From an optimization exercise on the open Yosys and OpenROAD flow, aimed at small area, a short achievable clock period and few clock cycles; shortcuts taken in it are not production practice.
Function was checked by simulation only, so behaviour that the tests miss may differ from the original.
No activity file was given, so power comes from the tool's default toggle rates.

==> flow/design.v (excerpt) <==
module LASER (
input CLK,
input RST,
input [3:0] X,
input [3:0] Y,
output reg [3:0] C1X,
output reg [3:0] C1Y,
output reg [3:0] C2X,
output reg [3:0] C2Y,
output reg DONE);
reg [3:0] c1x, c1y, c2x, c2y;
reg done_i;
localparam NR = 38;            
localparam OP_NONE = 2'd0, OP_CAND = 2'd1, OP_REF = 2'd2, OP_INIT = 2'd3;
function [3:0] dm;
    input [3:0] a;
    input [3:0] q;
    reg k1, k2, k3;
    begin
        dm[0] = a[0] ^ q[0];
        k1 = a[0] & q[0];
        dm[1] = a[1] ^ q[1] ^ k1;
        k2 = (a[1] & q[1]) | (k1 & (a[1] ^ q[1]));
        dm[2] = a[2] ^ q[2] ^ k2;
        k3 = (a[2] & q[2]) | (k2 & (a[2] ^ q[2]));
        dm[3] = a[3] ^ q[3] ^ k3;
    end
endfunction
function [5:0] cside;
    input [3:0] c;
    cside = {c + 4'd1, c[3] & c[2], ~c[3] & ~c[2]};
endfunction
function cov;
    input [5:0] sx, sy;
    input [7:0] q;
    reg [3:0] dx, dy;
    reg fx, fy, t;
    begin
        fx = (sx[1] & q[7] & q[6]) | (sx[0] & ~q[7] & ~q[6]);
        fy = (sy[1] & q[3] & q[2]) | (sy[0] & ~q[3] & ~q[2]);
        dx = dm(sx[5:2], q[7:4]);
        dy = dm(sy[5:2], q[3:0]);
        case ({dx, dy})
            8'h00, 8'h01, 8'h02, 8'h03, 8'h04, 8'h0c, 8'h0d, 8'h0e, 8'h0f,
            8'h10, 8'h11, 8'h12, 8'h13, 8'h1d, 8'h1e, 8'h1f,
            8'h20, 8'h21, 8'h22, 8'h23, 8'h2d, 8'h2e, 8'h2f,
            8'h30, 8'h31, 8'h32, 8'h3e, 8'h3f,
            8'h40,
            8'hc0,
            8'hd0, 8'hd1, 8'hd2, 8'hde, 8'hdf,
            8'he0, 8'he1, 8'he2, 8'he3, 8'hed, 8'hee, 8'hef,
            8'hf0, 8'hf1, 8'hf2, 8'hf3, 8'hfd, 8'hfe, 8'hff: t = 1'b1;
            default: t = 1'b0;
        endcase
        cov = t & ~fx & ~fy;
    end
endfunction
function [7:0] mv;
    input [3:0] x, y;
    input circ;
  ...
==> flow/config.mk <==
export PLATFORM = sky130hd
export DESIGN_NAME = LASER
export DESIGN_NICKNAME = LASER
export VERILOG_FILES = /design/flow/design.v
export SDC_FILE = /design/flow/constraint.sdc
export NUM_CORES = 4
export LEC_CHECK = 0
export CAP_MARGIN = 20
export CORE_MARGIN = 2
export CORE_UTILIZATION = 40
export SLEW_MARGIN = 20
==> flow/constraint.sdc <==
create_clock -name core_clock -period 12.0 [get_ports {CLK}]
set_input_delay 2.4000 -clock core_clock [delete_from_list [all_inputs] [get_ports {CLK}]]
set_output_delay 2.4000 -clock core_clock [all_outputs]
set_load 0.01 [all_outputs]
standard.sh (not shown) runs the stock make flow with config.mk's settings and CLKGATE_MAP_FILE= SYNTH_SCRIPT=/design/flow/synth_recipe.tcl, a recipe that flattens the netlist after the stock synthesis.
==> flow/flow/run.sh <==
#!/bin/bash
# The standard layout, with two changes to how it is made:
#  - port buffers of a regular buffer cell (buf_4) instead of the delay cell
#    that buffer_ports picks by default;
#  - repair_timing asked for more setup margin than the 12 ns clock needs,
#    so that it also works on paths that already meet 12 ns.
set -euo pipefail
bash standard.sh finish "BUFFER_PORTS_ARGS=-buffer_cell sky130_fd_sc_hd__buf_4" SETUP_SLACK_MARGIN=8.7 CTS_CLUSTER_SIZE=28 CTS_CLUSTER_DIAMETER=70 > standard_flow.log 2>&1
Testbench counts at the start, summed over its fixed seeds: cycles 44,462.
Edit:
--- a/flow/design.v
+++ b/flow/design.v
@@ -246,26 +246,26 @@
         end
     end else if (cent) begin
         c1x <= qx; c1y <= qy; c2x <= qx; c2y <= qy;
         sx0 <= cside(qx); sy0 <= cside(qy); tx0 <= cside(qx); ty0 <= cside(qy);
         mt0 <= 7'd0;
         stopped <= 1'b0; circle <= 1'b0; d <= 2'd0; I <= 3'd1; ch <= 1'b0; acc <= 1'b0;
     end else begin
         if (op2 == OP_INIT) begin
             maxc <= count;
             ch <= count != 6'd0;
         end
+        sx0 <= cside(ic[7:4]); sy0 <= cside(ic[3:0]);
+        tx0 <= cside(ip[7:4]); ty0 <= cside(ip[3:0]);
+        mt0 <= {circle, d, I, ch};
         if (srch && !stopped) begin
-            sx0 <= cside(ic[7:4]); sy0 <= cside(ic[3:0]);
-            tx0 <= cside(ip[7:4]); ty0 <= cside(ip[3:0]);
-            mt0 <= {circle, d, I, ch};
             if (d == 2'd3) begin
                 circle <= ~circle; d <= 2'd0;
                 if (!ch && I == 3'd7) stopped <= 1'b1;
                 I <= ch ? 3'd1 : I + 3'd1;
                 ch <= acc; acc <= 1'b0;
             end else begin
                 d <= d + 2'd1;
                 if (ch) I <= 3'd1;
             end
         end
     end
What happened: The changed run produced a clean layout. Critical path depth does not change. Sequential power hardly moves. Clock skew rose by 0.0083 ns. Utilization fell by 1.4 points. Non-clock buffer count fell by 64. Flip-flop and latch count does not change. Routed wire length fell by about 6%. Clock power fell by about 5%.
Testbench counts after the change, summed over its fixed seeds: cycles 44,462.

-- what the ideal ports hide --
No port has a modelled driver above. Below, the same layouts with a new extraction and two added sets of constraints.
Step 1, drivers: a clkbuf_16 drives CLK and a buf_2 each remaining input, both assumed.
Step 2 adds t to the input delays and takes it off the output delays; t is the mean of the earliest and latest rising clock arrival at the registers after step 1. Input paths then give back, and output paths get back, about the clock's delay inside the block.
a / b / c = no drivers / after step 1 / after step 2; a / b = the first two.
run	t, ns	setup WS [ns]	latest minus earliest clock arrival (ns)
the first run	0.651	8.524 / 8.462 / 8.628	0.023 / 0.023
the second run	0.641	8.540 / 8.474 / 8.768	0.038 / 0.037
After both steps every run listed still meets setup and hold.
